Background: an optimization exercise with open tools, aiming at small area. Do not read the settings as production practice.
In this exercise RTL edits were held to simulation tests only and were not proved equivalent to the original.
Power and IR drop assume default switching activity.

File: design/flow/design.v
module normalize (
    input  [15:0] data_in,
    output [7:0]  data_out
);
    wire ovf = ~((&data_in[15:7]) | ~(|data_in[15:7]));
    assign data_out = ovf ? {data_in[15], {7{~data_in[15]}}} : data_in[7:0];
endmodule
module int8mac (
    input  [7:0] inA,
    input  [7:0] inB,
    input        clk, reset,
    output [7:0] result
);
    reg  [15:0] acc;
    wire [7:0]  a = inA;
    wire [7:0]  b = inB;
    wire p0_0 = (a[0] & b[0]);
    wire p0_1 = (a[0] & b[1]);
    wire p0_2 = (a[0] & b[2]);
    wire p0_3 = (a[0] & b[3]);
    wire p0_4 = (a[0] & b[4]);
    wire p0_5 = (a[0] & b[5]);
    wire p0_6 = (a[0] & b[6]);
    wire p0_7 = ~(a[0] & b[7]);
    wire p1_0 = (a[1] & b[0]);
    wire p1_1 = (a[1] & b[1]);
    wire p1_2 = (a[1] & b[2]);
    wire p1_3 = (a[1] & b[3]);
    wire p1_4 = (a[1] & b[4]);
    wire p1_5 = (a[1] & b[5]);
    wire p1_6 = (a[1] & b[6]);
    wire p1_7 = ~(a[1] & b[7]);
    wire p2_0 = (a[2] & b[0]);
    wire p2_1 = (a[2] & b[1]);
    wire p2_2 = (a[2] & b[2]);
    wire p2_3 = (a[2] & b[3]);
    wire p2_4 = (a[2] & b[4]);
    wire p2_5 = (a[2] & b[5]);
    wire p2_6 = (a[2] & b[6]);
    wire p2_7 = ~(a[2] & b[7]);
    wire p3_0 = (a[3] & b[0]);
    wire p3_1 = (a[3] & b[1]);
    wire p3_2 = (a[3] & b[2]);
    wire p3_3 = (a[3] & b[3]);
    wire p3_4 = (a[3] & b[4]);
    wire p3_5 = (a[3] & b[5]);
    wire p3_6 = (a[3] & b[6]);
    wire p3_7 = ~(a[3] & b[7]);
    wire p4_0 = (a[4] & b[0]);
    wire p4_1 = (a[4] & b[1]);
    wire p4_2 = (a[4] & b[2]);
    wire p4_3 = (a[4] & b[3]);
    wire p4_4 = (a[4] & b[4]);
    wire p4_5 = (a[4] & b[5]);
    wire p4_6 = (a[4] & b[6]);
    wire p4_7 = ~(a[4] & b[7]);
    wire p5_0 = (a[5] & b[0]);
    wire p5_1 = (a[5] & b[1]);
    wire p5_2 = (a[5] & b[2]);
    wire p5_3 = (a[5] & b[3]);
    wire p5_4 = (a[5] & b[4]);
    wire p5_5 = (a[5] & b[5]);
    wire p5_6 = (a[5] & b[6]);
    wire p5_7 = ~(a[5] & b[7]);
    wire p6_0 = (a[6] & b[0]);
    wire p6_1 = (a[6] & b[1]);
    wire p6_2 = (a[6] & b[2]);
    wire p6_3 = (a[6] & b[3]);
    wire p6_4 = (a[6] & b[4]);
    wire p6_5 = (a[6] & b[5]);
    wire p6_6 = (a[6] & b[6]);
    wire p6_7 = ~(a[6] & b[7]);
    wire p7_0 = ~(a[7] & b[0]);
    wire p7_1 = ~(a[7] & b[1]);
    wire p7_2 = ~(a[7] & b[2]);
    wire p7_3 = ~(a[7] & b[3]);
    wire p7_4 = ~(a[7] & b[4]);
    wire p7_5 = ~(a[7] & b[5]);
    wire p7_6 = ~(a[7] & b[6]);
    wire p7_7 = (a[7] & b[7]);
    wire s1 = acc[0] ^ p0_0;
    wire c2 = acc[0] & p0_0;
    wire s3 = acc[1] ^ p0_1 ^ p1_0;
    wire c4 = (acc[1] & p0_1) | (acc[1] & p1_0) | (p0_1 & p1_0);
    wire s5 = c2 ^ s3;
    wire c6 = c2 & s3;
    wire s7 = acc[2] ^ p0_2 ^ p1_1;
    wire c8 = (acc[2] & p0_2) | (acc[2] & p1_1) | (p0_2 & p1_1);
    wire s9 = p2_0 ^ c4 ^ s7;
    wire c10 = (p2_0 & c4) | (p2_0 & s7) | (c4 & s7);
    wire s11 = c6 ^ s9;
    wire c12 = c6 & s9;
    wire s13 = acc[3] ^ p0_3 ^ p1_2;
    wire c14 = (acc[3] & p0_3) | (acc[3] & p1_2) | (p0_3 & p1_2);
    wire s15 = p2_1 ^ p3_0 ^ c8;
    wire c16 = (p2_1 & p3_0) | (p2_1 & c8) | (p3_0 & c8);
    wire s17 = s13 ^ c10 ^ s15;
    wire c18 = (s13 & c10) | (s13 & s15) | (c10 & s15);
    wire s19 = c12 ^ s17;
    wire c20 = c12 & s17;
    wire s21 = acc[4] ^ p0_4 ^ p1_3;
    wire c22 = (acc[4] & p0_4) | (acc[4] & p1_3) | (p0_4 & p1_3);
    wire s23 = p2_2 ^ p3_1 ^ p4_0;
    wire c24 = (p2_2 & p3_1) | (p2_2 & p4_0) | (p3_1 & p4_0);
    wire s25 = c14 ^ s21 ^ s23;
    wire c26 = (c14 & s21) | (c14 & s23) | (s21 & s23);
    wire s27 = c16 ^ s25 ^ c18;
    wire c28 = (c16 & s25) | (c16 & c18) | (s25 & c18);
    wire s29 = c20 ^ s27;
    wire c30 = c20 & s27;
    wire s31 = acc[5] ^ p0_5 ^ p1_4;
    wire c32 = (acc[5] & p0_5) | (acc[5] & p1_4) | (p0_5 & p1_4);
    wire s33 = p2_3 ^ p3_2 ^ p4_1;
    wire c34 = (p2_3 & p3_2) | (p2_3 & p4_1) | (p3_2 & p4_1);
    wire s35 = p5_0 ^ c22 ^ c24;
    wire c36 = (p5_0 & c22) | (p5_0 & c24) | (c22 & c24);
    wire s37 = s31 ^ s33 ^ c26;
    wire c38 = (s31 & s33) | (s31 & c26) | (s33 & c26);
    wire s39 = s35 ^ s37 ^ c28;
    wire c40 = (s35 & s37) | (s35 & c28) | (s37 & c28);
    wire s41 = c30 ^ s39;
    wire c42 = c30 & s39;
    wire s43 = acc[6] ^ p0_6 ^ p1_5;
    wire c44 = (acc[6] & p0_6) | (acc[6] & p1_5) | (p0_6 & p1_5);
    wire s45 = p2_4 ^ p3_3 ^ p4_2;
    wire c46 = (p2_4 & p3_3) | (p2_4 & p4_2) | (p3_3 & p4_2);
    wire s47 = p5_1 ^ p6_0 ^ c32;
    wire c48 = (p5_1 & p6_0) | (p5_1 & c32) | (p6_0 & c32);
    wire s49 = c34 ^ s43 ^ s45;
    wire c50 = (c34 & s43) | (c34 & s45) | (s43 & s45);
    wire s51 = c36 ^ s47 ^ s49;
    wire c52 = (c36 & s47) | (c36 & s49) | (s47 & s49);
    wire s53 = c38 ^ s51 ^ c40;
    wire c54 = (c38 & s51) | (c38 & c40) | (s51 & c40);
    wire s55 = c42 ^ s53;
    wire c56 = c42 & s53;
    wire s57 = acc[7] ^ p0_7 ^ p1_6;
    wire c58 = (acc[7] & p0_7) | (acc[7] & p1_6) | (p0_7 & p1_6);
    wire s59 = p2_5 ^ p3_4 ^ p4_3;
    wire c60 = (p2_5 & p3_4) | (p2_5 & p4_3) | (p3_4 & p4_3);
    wire s61 = p5_2 ^ p6_1 ^ p7_0;
    wire c62 = (p5_2 & p6_1) | (p5_2 & p7_0) | (p6_1 & p7_0);
    wire s63 = c44 ^ c46 ^ s57;
    wire c64 = (c44 & c46) | (c44 & s57) | (c46 & s57);
    wire s65 = s59 ^ s61 ^ c48;
    wire c66 = (s59 & s61) | (s59 & c48) | (s61 & c48);
    wire s67 = c50 ^ s63 ^ s65;
    wire c68 = (c50 & s63) | (c50 & s65) | (s63 & s65);
    wire s69 = c52 ^ s67 ^ c54;
    wire c70 = (c52 & s67) | (c52 & c54) | (s67 & c54);
    wire s71 = c56 ^ s69;
    wire c72 = c56 & s69;
    wire s73 = 1'b1 ^ acc[8] ^ p1_7;
    wire c74 = (1'b1 & acc[8]) | (1'b1 & p1_7) | (acc[8] & p1_7);
    wire s75 = p2_6 ^ p3_5 ^ p4_4;
    wire c76 = (p2_6 & p3_5) | (p2_6 & p4_4) | (p3_5 & p4_4);
    wire s77 = p5_3 ^ p6_2 ^ p7_1;
    wire c78 = (p5_3 & p6_2) | (p5_3 & p7_1) | (p6_2 & p7_1);
    wire s79 = c58 ^ c60 ^ c62;
    wire c80 = (c58 & c60) | (c58 & c62) | (c60 & c62);
    wire s81 = s73 ^ s75 ^ s77;
    wire c82 = (s73 & s75) | (s73 & s77) | (s75 & s77);
    wire s83 = c64 ^ s79 ^ s81;
    wire c84 = (c64 & s79) | (c64 & s81) | (s79 & s81);
    wire s85 = c66 ^ s83 ^ c68;
    wire c86 = (c66 & s83) | (c66 & c68) | (s83 & c68);
    wire s87 = s85 ^ c70 ^ c72;
    wire c88 = (s85 & c70) | (s85 & c72) | (c70 & c72);
    wire s89 = acc[9] ^ p2_7 ^ p3_6;
    wire c90 = (acc[9] & p2_7) | (acc[9] & p3_6) | (p2_7 & p3_6);
    wire s91 = p4_5 ^ p5_4 ^ p6_3;
    wire c92 = (p4_5 & p5_4) | (p4_5 & p6_3) | (p5_4 & p6_3);
    wire s93 = p7_2 ^ c74 ^ c76;
    wire c94 = (p7_2 & c74) | (p7_2 & c76) | (c74 & c76);
    wire s95 = c78 ^ s89 ^ s91;
    wire c96 = (c78 & s89) | (c78 & s91) | (s89 & s91);
    wire s97 = c80 ^ c82 ^ s93;
    wire c98 = (c80 & c82) | (c80 & s93) | (c82 & s93);
    wire s99 = s95 ^ c84 ^ s97;
    wire c100 = (s95 & c84) | (s95 & s97) | (c84 & s97);
    wire s101 = s99 ^ c86 ^ c88;
    wire c102 = (s99 & c86) | (s99 & c88) | (c86 & c88);
    wire s103 = acc[10] ^ p3_7 ^ p4_6;
    wire c104 = (acc[10] & p3_7) | (acc[10] & p4_6) | (p3_7 & p4_6);
    wire s105 = p5_5 ^ p6_4 ^ p7_3;
    wire c106 = (p5_5 & p6_4) | (p5_5 & p7_3) | (p6_4 & p7_3);
    wire s107 = c90 ^ c92 ^ s103;
    wire c108 = (c90 & c92) | (c90 & s103) | (c92 & s103);
    wire s109 = s105 ^ c94 ^ c96;
    wire c110 = (s105 & c94) | (s105 & c96) | (c94 & c96);
    wire s111 = s107 ^ c98 ^ s109;
    wire c112 = (s107 & c98) | (s107 & s109) | (c98 & s109);
    wire s113 = c100 ^ s111 ^ c102;
    wire c114 = (c100 & s111) | (c100 & c102) | (s111 & c102);
    wire s115 = acc[11] ^ p4_7 ^ p5_6;
    wire c116 = (acc[11] & p4_7) | (acc[11] & p5_6) | (p4_7 & p5_6);
    wire s117 = p6_5 ^ p7_4 ^ c104;
    wire c118 = (p6_5 & p7_4) | (p6_5 & c104) | (p7_4 & c104);
    wire s119 = c106 ^ s115 ^ c108;
    wire c120 = (c106 & s115) | (c106 & c108) | (s115 & c108);
    wire s121 = s117 ^ c110 ^ s119;
    wire c122 = (s117 & c110) | (s117 & s119) | (c110 & s119);
    wire s123 = c112 ^ s121 ^ c114;
    wire c124 = (c112 & s121) | (c112 & c114) | (s121 & c114);
    wire s125 = acc[12] ^ p5_7 ^ p6_6;
    wire c126 = (acc[12] & p5_7) | (acc[12] & p6_6) | (p5_7 & p6_6);
    wire s127 = p7_5 ^ c116 ^ s125;
    wire c128 = (p7_5 & c116) | (p7_5 & s125) | (c116 & s125);
    wire s129 = c118 ^ s127 ^ c120;
    wire c130 = (c118 & s127) | (c118 & c120) | (s127 & c120);
    wire s131 = c122 ^ s129 ^ c124;
    wire c132 = (c122 & s129) | (c122 & c124) | (s129 & c124);
    wire s133 = acc[13] ^ p6_7 ^ p7_6;
    wire c134 = (acc[13] & p6_7) | (acc[13] & p7_6) | (p6_7 & p7_6);
    wire s135 = c126 ^ s133 ^ c128;
    wire c136 = (c126 & s133) | (c126 & c128) | (s133 & c128);
    wire s137 = s135 ^ c130 ^ c132;
    wire c138 = (s135 & c130) | (s135 & c132) | (c130 & c132);
    wire s139 = acc[14] ^ p7_7 ^ c134;
    wire c140 = (acc[14] & p7_7) | (acc[14] & c134) | (p7_7 & c134);
    wire s141 = s139 ^ c136 ^ c138;
    wire c142 = (s139 & c136) | (s139 & c138) | (c136 & c138);
    wire [15:0] nxt;
    assign nxt[0] = s1;
    assign nxt[1] = s5;
    assign nxt[2] = s11;
    assign nxt[3] = s19;
    assign nxt[4] = s29;
    assign nxt[5] = s41;
    assign nxt[6] = s55;
    assign nxt[7] = s71;
    assign nxt[8] = s87;
    assign nxt[9] = s101;
    assign nxt[10] = s113;
    assign nxt[11] = s123;
    assign nxt[12] = s131;
    assign nxt[13] = s137;
    assign nxt[14] = s141;
    assign nxt[15] = acc[15] ^ 1'b1 ^ c140 ^ c142;
    always @(posedge clk or negedge reset) begin
        if (!reset) acc <= 16'd0;
        else        acc <= nxt;
    end
    normalize norm(.data_in(acc), .data_out(result));
endmodule
module systolic_array (
    input          clk,
    input          reset,
    input  [31:0]  matrixA,
    input  [31:0]  matrixB,
    input          valid_in,
    output [127:0] result
);
    wire [31:0] inA = valid_in ? matrixA : 32'd0;
    genvar r, c;
    generate
        for (r = 0; r < 4; r = r + 1) begin : row
            for (c = 0; c < 4; c = c + 1) begin : col
                int8mac mac (
                    .inA(inA[31-8*c -: 8]),
                    .inB(matrixB[31-8*r -: 8]),
                    .clk(clk), .reset(reset),
                    .result(result[127-8*(4*r+c) -: 8])
                );
            end
        end
    endgenerate
endmodule
module top (
    input axi_clk,axi_rst_n,
    output reg m_axis_valid,
    output [127:0] m_axis_data,
    input m_axis_ready,
    input s_axis_valid,
    input [63:0] s_axis_data,
    output s_axis_ready
);
    systolic_array uut (
        .clk(axi_clk),
        .reset(axi_rst_n),
        .matrixA(s_axis_data[63:32]),
        .matrixB(s_axis_data[31:0]),
        .valid_in(s_axis_valid),
        .result(m_axis_data)
    );
    assign s_axis_ready = 1'b1;
    always @(posedge axi_clk or negedge axi_rst_n) begin
        if (!axi_rst_n) m_axis_valid <= 1'b0;
        else            m_axis_valid <= 1'b1;
    end
endmodule
File: design/flow/constraint.sdc
create_clock -name core_clock -period 8.0 [get_ports {axi_clk}]
set_input_delay 1.6000 -clock core_clock [delete_from_list [all_inputs] [get_ports {axi_clk}]]
set_output_delay 1.6000 -clock core_clock [all_outputs]
set_load 0.01 [all_outputs]
File: design/flow/run.sh
#!/bin/bash
# synth_recipe.tcl (not shown) runs the flow's synth.tcl, then flattens the netlist and writes it again
# the make line also repeats each setting of config.mk as NAME=value (left out here)
make -C /OpenROAD-flow-scripts/flow DESIGN_CONFIG=/design/flow/config.mk WORK_HOME=/design/flow/orfs CLKGATE_MAP_FILE= SYNTH_SCRIPT=/design/flow/synth_recipe.tcl finish
File: design/flow/config.mk
export PLATFORM = sky130hd
export DESIGN_NAME = top
export DESIGN_NICKNAME = top
export VERILOG_FILES = /design/flow/design.v
export SDC_FILE = /design/flow/constraint.sdc
export NUM_CORES = 4
export LEC_CHECK = 0
export ABC_AREA = 1
export CAP_MARGIN = 20
export CORE_MARGIN = 2
export CORE_UTILIZATION = 40
export PLACE_DENSITY = 0.6
export SLEW_MARGIN = 20
==> parameters.txt, run 1 <==
Parameter                              Value

Die
  Initial core utilization    40.2%
  Ports placed on the boundary    198
  Count of standard-cell rows    115
  Area of the core region    97800 µm²
  Area of the die    101000 µm²
  Die X    318 µm
  Die Y-Extent    318 µm

GRT
  Global-route usage over all layers    23.8%
  Pin count of the biggest net entering global routing    116
  Congestion Overflow GR    0
  Global-route wire length before repair    182000 µm
  Initial antenna violation count    1
  Number of global-route vias before repair    32.0k

STA
  Final-report max-slew violation count    0
  Transition time at the pin with the least slew margin    0.972 ns
  Final hold violation count    0
  Final setup violation count    0
  Setup total negative slack    0 ns
  Fin crit period    7.89 ns
  Setup clock skew after layout    0.0225 ns
  F_max    127 MHz
  Final cycle utilization of the critical path    98.6%
  Worst slew margin relative to its limit    35.2%

Finish
  Layout Area Growth over Synthesis    21.0%
  Layout cell share with drive strength beyond 1    14.0%
  Footprint of the multi-input gates    28300 µm²
  Fill count    9233
  Final nets    5902
  Sequential cell area    6430 µm²

Worst setup path
  Critical Path Start Type    primary input
  Worst Setup Path Type    in2reg
  Type of destination of the critical path    register
  Worst path bufs/invs    4
  Peak fanout along the critical path    9
  Crit path cell chain    clkdlybuf4s50_1 > nand2_2 > inv_2 > buf_12 > nand2_1 > fa_1 > fa_1 > fa_2 > fa_2 > fa_2 > fa_1 > fa_1 > inv_1 > ha_1 > fa_2 > fa_2 > fa_2 > fa_2 > fa_2 > fa_2 > fa_2 > xnor2_2 > xor2_1
  Worst path slowest cell    sky130_fd_sc_hd__fa_1
  Worst R2R End    uut.row[1].col[0].mac.acc[15]
  CP delay by family, top    adder cells
  Largest stage delay, worst path    0.49 ns
  Worst path most repeated cell    sky130_fd_sc_hd__fa_2
  Worst EP arrival    8.33 ns
  Length in cells of the worst reg-to-reg path    19
  Launching point of the worst reg2reg path    uut.row[1].col[0].mac.acc[2]
  Setup slack, reg-to-reg    1.59 ns
  Crit path required time    8.44 ns

Hold path
  Type of the tightest min-delay check    reg2reg
  End of the worst hold path    uut.row[0].col[3].mac.acc[0]
  Min-Delay Path Depth    1
  Worst Hold Launch    uut.row[0].col[3].mac.acc[0]

Synthesis
  Cell types with the largest area share after synthesis    sky130_fd_sc_hd__fa_1 51%, sky130_fd_sc_hd__dfrtp_1 16%, sky130_fd_sc_hd__inv_1 10%, sky130_fd_sc_hd__nand2_1 7.8%, sky130_fd_sc_hd__nor2_1 6.2%
  Share of the yosys chip area belonging to registers    16.4%
  Area share of and/or/nand/nor cells after synthesis    15.0%
  Instance count of the mapped netlist    4250
  Fraction of the mapped netlist area in compound gates    0%
  Multiplexer share of the synthesized area    0%
  Average cell area after synthesis    9.25 µm²
  Biggest area consumer among synthesized cells    sky130_fd_sc_hd__fa_1
  Most numerous cell in the Yosys netlist    sky130_fd_sc_hd__inv_1
  Largest family of logic cells by synthesized area    adder cells
  Number of flops mapped to enable cells by yosys    0
  Flop and latch count out of synthesis    257
  Area of the mapped netlist    39300 µm²
  Post-Synth XOR/XNOR Area    0.713%
  Most common flop cell mapped by yosys    sky130_fd_sc_hd__dfrtp_1
  Top cell types by occurrence after synthesis    1084 x sky130_fd_sc_hd__inv_1, 992 x sky130_fd_sc_hd__fa_1, 813 x sky130_fd_sc_hd__nand2_1
  Count of different cell masters after synthesis    21
  Post-synth ARST share    100%
  Post-synth top area share    50.5%
  Post-synthesis share of cell area spent on full adders, half adders and majority gates    55.1%
  Count of yosys warnings during synthesis    2

Placement
  DPL Wire Length    96200 µm
  Number of buffers inserted by port buffering    195
  Placer's final routability congestion estimate    0.897

Pwr
  VDD IR max    0.000190 V
  Static leakage    23.7 nW
  Power, Total    17.2 mW
  Power density cells    363 nW/µm²

Clock tree
  Number of buffers added to fix hold violations after cts    0
  Total clock buffers created by CTS    37
  Max clock buf depth    3
  Clock transition at the registers of the reported paths    0.06 ns
  CTS H-tree depth    2
  Clock latency reported for the late side of the worst-skew pair    0.58 ns
  Clock tree root driver cell    sky130_fd_sc_hd__clkbuf_16
  Sinks on the clock net    257
  CTS tree    done

Run
  Max-cap violation count    0

Route
  # DRC    0
  Router iterations before antenna repair    6
  Initial DRC Count    1798
  Routed vias/inst    4.78
  Total routed wirelength    114000 µm
  Total number of vias    28.7k
  Routed wirelength normalized by instance count    19.0 µm
  Count of nets left with antenna violations after detail routing    0

Status
  Outcome    finished clean
-- registers in the layout, summed over array words and instances, names as in the netlist --
| signal | count |
|---|---|
| uut.row.col.mac.acc | 256 |
| m_axis_valid | 1 |
-- how the worst max path moves through the flow --
stage | start | to | slack, ns | cells after the start
after global placement | s_axis_data[56] | uut.row[1].col[0].mac.acc[15] | -0.64 | 22
final | s_axis_data[40] | uut.row[1].col[2].mac.acc[15] | 0.11 | 23
after floorplan | s_axis_valid | uut.row[1].col[0].mac.acc[15] | -0.03 | 23
after CTS | s_axis_data[9] | uut.row[2].col[3].mac.acc[15] | -0.02 | 21
after detailed placement | s_axis_data[1] | uut.row[3].col[3].mac.acc[15] | -0.72 | 21
after global routing | s_axis_data[32] | uut.row[1].col[3].mac.acc[15] | -0.01 | 23
-- routing by layer --
layer / GRT usage (%) / part of all wire [%]
met4: 9.69 / 4.8
met2: 39.3 / 48
met3: 4.32 / 7.1
met1: 31.0 / 40
met5: 0.0473 / 0
-- cell usage in the layout (no fill, tap or decap), types with 7 or more instances in the layout --
| cell type | netlist | layout |
|---|---|---|
| sky130_fd_sc_hd__nand3b_1 | 14 | 14 |
| sky130_fd_sc_hd__buf_4 | 14 | 343 |
| sky130_fd_sc_hd__inv_2 | 8 | 9 |
| sky130_fd_sc_hd__dfrtp_1 | 257 | 257 |
| sky130_fd_sc_hd__xor2_1 | 7 | 7 |
| sky130_fd_sc_hd__nor2_1 | 652 | 629 |
| sky130_fd_sc_hd__nor2_2 | 0 | 17 |
| sky130_fd_sc_hd__xnor2_2 | 0 | 7 |
| sky130_fd_sc_hd__inv_1 | 1084 | 1075 |
| sky130_fd_sc_hd__buf_12 | 0 | 66 |
| sky130_fd_sc_hd__nor3_1 | 16 | 16 |
| sky130_fd_sc_hd__ha_1 | 144 | 144 |
| sky130_fd_sc_hd__nand3_1 | 21 | 21 |
| sky130_fd_sc_hd__or2_2 | 8 | 8 |
| sky130_fd_sc_hd__fa_1 | 992 | 874 |
| sky130_fd_sc_hd__clkinv_2 | 0 | 7 |
| sky130_fd_sc_hd__clkinvlp_4 | 0 | 8 |
| sky130_fd_sc_hd__clkdlybuf4s50_1 | 0 | 190 |
| sky130_fd_sc_hd__nand2_2 | 8 | 9 |
| sky130_fd_sc_hd__nand2_1 | 813 | 808 |
| sky130_fd_sc_hd__clkbuf_16 | 0 | 37 |
| sky130_fd_sc_hd__fa_2 | 0 | 118 |
| sky130_fd_sc_hd__xnor2_1 | 25 | 18 |
-- cell type report --
cell class                 instances  share of cell area, %
clock buffer                      47                   2.11
clock inverter                    19                  0.376
sequential                       257                   13.5
tap                             1287                   3.39
inverter                        1092                   8.67
multi-input combinational       2702                   59.5
timing repair buffer             608                   12.4
antenna                            1                0.00526
-- cells by family after synthesis --
family | count (synthesis)
xor+xnor | 32
fa+ha+maj | 1136
buf+inv | 1292
flops | 257
other cells | 1
simple gates | 1532
-- repair_timing --
item	4_1_cts	5_1_grt
endpoints found under the setup margin	13	28
pin swaps	1	11
setup buffers	7	10
gates cloned	0	0
gates resized for setup	17	98
-- stage by stage --
step	hold slack, ns	instance area (µm²)	std cells	utilization (%)	worst slack, ns
after floorplan	0.466	39600	4251	-	-0.0305
after global placement	0.477	45800	5929	46.9	-0.638
after detailed placement	0.486	45800	5929	46.9	-0.725
after CTS	0.500	47200	6002	48.2	-0.0181
after global routing	0.521	47600	6013	48.6	-0.0115
final	0.494	47600	6013	48.6	0.108
-- power by group --
group	switching [mW]	internal (mW)
logic	6.66	5.97
registers	0.622	2.33
clock network	0.707	0.958
total	7.99	9.26
==> run 2, diff against run 1 <==
--- a/design/flow/config.mk
+++ b/design/flow/config.mk
@@ -7,3 +7,2 @@
 export LEC_CHECK = 0
-export ABC_AREA = 1
 export CAP_MARGIN = 20
==> run 2 against run 1 <==
Non-clock buffer count is 64 lower. Power is 2.1% higher. Maximum frequency is 0.40% higher. Via count is 0.74% higher. Sequential cell count stayed put. Register-to-register slack better by 0.03 ns.
==> parameters.txt, run 2 <==
Parameter                              Value

Route
  Router iterations before antenna repair    5 (-1)
  Routed wirelength normalized by instance count    19.6 µm (+3.3%)
  Count of nets left with antenna violations after detail routing    0 (unchanged)
  # DRC    0 (unchanged)
  Routed vias/inst    4.98 (+4.2%)
  Total routed wirelength    114000 µm (-0.12%)
  Initial DRC Count    1743 (-3.1%)
  Total number of vias    29.0k (+0.74%)

STA
  Worst slew margin relative to its limit    41.6% (+6.4 points)
  F_max    127 MHz (+0.40%)
  Final setup violation count    0 (unchanged)
  Fin crit period    7.86 ns (-0.0315 ns)
  Setup total negative slack    0 ns (unchanged)
  Final-report max-slew violation count    0 (unchanged)
  Setup clock skew after layout    0.0201 ns (-0.00235 ns)
  Transition time at the pin with the least slew margin    0.876 ns (-0.0960 ns)
  Final hold violation count    0 (unchanged)
  Final cycle utilization of the critical path    98.3% (-0.39 points)

Synthesis
  Post-synthesis share of cell area spent on full adders, half adders and majority gates    53.2% (-1.9 points)
  Number of flops mapped to enable cells by yosys    0 (unchanged)
  Cell types with the largest area share after synthesis    sky130_fd_sc_hd__fa_1 49%, sky130_fd_sc_hd__dfrtp_1 16%, sky130_fd_sc_hd__inv_1 9.4%, sky130_fd_sc_hd__and3_1 8.9%, sky130_fd_sc_hd__ha_1 4.4%
  Post-synth top area share    48.8% (-1.7 points)
  Largest family of logic cells by synthesized area    adder cells
  Most numerous cell in the Yosys netlist    sky130_fd_sc_hd__inv_1
  Most common flop cell mapped by yosys    sky130_fd_sc_hd__dfrtp_1
  Count of yosys warnings during synthesis    2 (unchanged)
  Flop and latch count out of synthesis    257 (unchanged)
  Biggest area consumer among synthesized cells    sky130_fd_sc_hd__fa_1
  Top cell types by occurrence after synthesis    1023 x sky130_fd_sc_hd__inv_1, 992 x sky130_fd_sc_hd__fa_1, 577 x sky130_fd_sc_hd__and3_1
  Average cell area after synthesis    9.88 µm² (+6.8%)
  Instance count of the mapped netlist    4120 (-3.1%)
  Fraction of the mapped netlist area in compound gates    1.67% (+1.7 points)
  Post-Synth XOR/XNOR Area    0.688% (-0.024 points)
  Post-synth ARST share    100% (unchanged)
  Share of the yosys chip area belonging to registers    15.8% (-0.56 points)
  Area of the mapped netlist    40700 µm² (+3.5%)
  Count of different cell masters after synthesis    35 (+67%)
  Area share of and/or/nand/nor cells after synthesis    15.7% (+0.76 points)
  Multiplexer share of the synthesized area    0.688% (+0.69 points)

Die
  Count of standard-cell rows    117 (+1.7%)
  Ports placed on the boundary    198 (unchanged)
  Initial core utilization    40.2% (about the same)
  Area of the die    104000 µm² (+3.5%)
  Die Y-Extent    323 µm (+1.7%)
  Die X    323 µm (+1.7%)
  Area of the core region    101000 µm² (+3.5%)

Pwr
  Power, Total    17.6 mW (+2.1%)
  Power density cells    363 nW/µm² (+0.22%)
  Static leakage    24.7 nW (+4.4%)
  VDD IR max    0.000200 V (+5.4%)

Clock tree
  Max clock buf depth    3 (unchanged)
  Number of buffers added to fix hold violations after cts    0 (unchanged)
  CTS H-tree depth    2 (unchanged)
  Clock tree root driver cell    sky130_fd_sc_hd__clkbuf_16
  Total clock buffers created by CTS    40 (+8.1%)
  Clock latency reported for the late side of the worst-skew pair    0.59 ns (about the same)
  Clock transition at the registers of the reported paths    0.06 ns (about the same)
  CTS tree    done
  Sinks on the clock net    257 (unchanged)

Hold path
  Type of the tightest min-delay check    reg2reg
  Worst Hold Launch    uut.row[0].col[1].mac.acc[0]
  End of the worst hold path    uut.row[0].col[1].mac.acc[0]
  Min-Delay Path Depth    1 (unchanged)

Placement
  Total placed instance area    47000 µm² (+2.6%)
  Placer's final routability congestion estimate    0.864 (-3.7%)
  Number of buffers inserted by port buffering    195 (unchanged)
  Total instance count after detailed placement    5738 (-3.2%)
  DPL Wire Length    90400 µm (-6.0%)

Finish
  Register with the most flip-flops    uut.row.col.mac.acc
  Commonest cells after routing, fill and taps aside    1023 x sky130_fd_sc_hd__inv_1, 850 x sky130_fd_sc_hd__fa_1, 577 x sky130_fd_sc_hd__and3_1
  Registers with the most flip-flops    uut.row.col.mac.acc x256, m_axis_valid x1
  Final nets    5618 (-4.8%)
  Layout cell share with drive strength beyond 1    13.0% (-0.96 points)
  Cell area after layout    48500 µm² (+1.9%)
  Most frequent standard cell in the layout excluding fill and tap cells    sky130_fd_sc_hd__inv_1
  Number of flip-flops under the largest register name    256 (unchanged)
  Non-filler cells in the finished layout    5815 (-3.3%)
  Layout Area Growth over Synthesis    19.0%

Worst setup path
  Worst EP arrival    8.32 ns (about the same)
  Startpoint of the most critical setup path    s_axis_data[4]
  Worst path slowest cell    sky130_fd_sc_hd__fa_1
  Length in cells of the worst reg-to-reg path    18 (-1)
  Critical Path Start Type    primary input
  Crit path cell chain    clkdlybuf4s50_1 > buf_4 > and3_1 > fa_1 > inv_1 > fa_1 > fa_1 > fa_2 > fa_1 > fa_1 > inv_1 > ha_1 > fa_1 > fa_2 > fa_2 > fa_2 > fa_2 > fa_2 > fa_2 > xnor2_2 > xnor2_1
  Worst path most repeated cell    sky130_fd_sc_hd__fa_2
  Worst R2R End    uut.row[3].col[1].mac.acc[15]
  Launching point of the worst reg2reg path    uut.row[3].col[1].mac.acc[4]
  Peak fanout along the critical path    8 (-1)
  Setup slack, reg-to-reg    1.62 ns (+0.03 ns)
  Type of destination of the critical path    register
  Crit path required time    8.45 ns (about the same)
  Worst Setup Path Type    in2reg
  Largest stage delay, worst path    0.51 ns (+0.02 ns)

GRT
  Global-route usage over all layers    23.0% (-0.73 points)
  Global-route wire length before repair    184000 µm (+1.1%)
  Number of global-route vias before repair    32.3k (+1.1%)
  Global-route track usage on met1    30.5% (-0.42 points)
  Initial antenna violation count    3 (+2)
  Global routing usage on met3    3.54% (-0.77 points)
  GRT Max-Usage Layer    met2
  Met2 layer usage reported by global route    39.4% (+0.048 points)
  Congestion Overflow GR    0 (unchanged)
  Pin count of the biggest net entering global routing    137 (+18%)

Status
  Outcome    finished clean

Run
  Max-cap violation count    0 (unchanged)
==> run 2: cell type report <==
type	instances	area (µm²)
Multi-Input combinational cell	2548	29700
Clock inverter	13	148
Clock buffer	59	1210
Fill cell	9510	52800
Antenna cell	3	7.51
Sequential cell	257	6430
Tap cell	1368	1710
Timing Repair Buffer	544	5390
Inverter	1023	3840
==> run 2: worst max-delay path: cells and delay by family <==
| kind | cells | cell delay [ns] |
|---|---|---|
| and+or+nand+nor | 1 | 0.21 |
| adders and majority gates | 14 | 5.42 |
| buffers and inverters | 4 | 0.80 |
| xor gates and xnor gates | 2 | 0.27 |
==> run 2: worst max-delay path by stage <==
stage,cells past startpoint,to
6_report,21,uut.row[3].col[1].mac.acc[15]
5_1_grt,21,uut.row[3].col[1].mac.acc[15]
4_1_cts,21,uut.row[2].col[1].mac.acc[15]
3_5_place_dp,22,uut.row[2].col[2].mac.acc[15]
3_3_place_gp,22,uut.row[2].col[2].mac.acc[15]
2_1_floorplan,23,uut.row[3].col[2].mac.acc[15]
==> run 2: kinds of logic (layout without fill, tap and decap cells) <==
| kind of cell | count (synthesis) | in the layout |
|---|---|---|
| adder cells (fa/ha/maj) | 1136 | 1136 |
| AND/OR/NAND/NOR | 1238 | 1239 |
| flip-flops | 257 | 257 |
| XOR/XNOR | 32 | 32 |
| multiplexers | 28 | 28 |
| other | 1 | 5 |
| buffers and inverters | 1317 | 1639 |
| AO/OA/AOI/OAI | 111 | 111 |
==> run 2: stage by stage <==
step           hold WS, ns  worst slack, ns  util (%)
2_1_floorplan        0.460          0.00118         -
3_3_place_gp         0.480           -0.615      46.4
3_5_place_dp         0.486           -0.653      46.4
4_1_cts              0.499          0.00182      47.8
5_1_grt              0.519         -0.00295      47.8
6_report             0.493            0.140      47.8
==> run 2: metal layers <==
layer | part of all wire [%] | vias to the layer above
met5 | 0 | -
met4 | 2.9 | 0
li1 | - | 12800
met2 | 50 | 733
met3 | 5.8 | 160
met1 | 41 | 15300
==> run 2: report_power, final <==
| part | switching, mW | total, mW | internal (mW) |
|---|---|---|---|
| registers | 0.705 | 3.04 | 2.33 |
| clock network | 0.721 | 1.86 | 1.14 |
| logic | 6.62 | 12.7 | 6.09 |
| total | 8.04 | 17.6 | 9.57 |
==> run 2: what timing repair did <==
item | CTS | global route
setup endpoints to repair | 3 | 17
cloned | 0 | 1
gates resized for setup | 2 | 14
buffers inserted | 1 | 0

[port drivers added, routing unchanged]
Ports are ideal in the flow. The routed layouts listed here were re-timed in OpenROAD.
Step 1 (the two cells are an assumption about what drives the block):
set clk [get_ports {axi_clk}]
set_driving_cell -lib_cell sky130_fd_sc_hd__clkbuf_16 $clk
set_driving_cell -lib_cell sky130_fd_sc_hd__buf_2 [delete_from_list [all_inputs] $clk]
Step 2, shift: input delay + t, output delay - t, t = (earliest + latest rising clock arrival at the registers) / 2. This alone moves slack from input paths to output paths.
Three values: ideal, step 1, step 2; two values: the first two.
run | t, ns | slack for setup (ns) | hold slack, ns | latest minus earliest clock arrival (ns)
run 1 | 0.631 | 0.108 / 0.153 / -0.477 | 0.494 / 0.494 / 0.494 | 0.028 / 0.029
run 2 | 0.647 | 0.140 / 0.188 / -0.460 | 0.493 / 0.493 / 0.493 | 0.025 / 0.025
Met with ideal ports but missed after step 2: setup timing in run 1 and run 2. For run 2, which loses most, drivers alone change the setup slack by +0.048 ns; drivers and shift together by -0.600 ns.
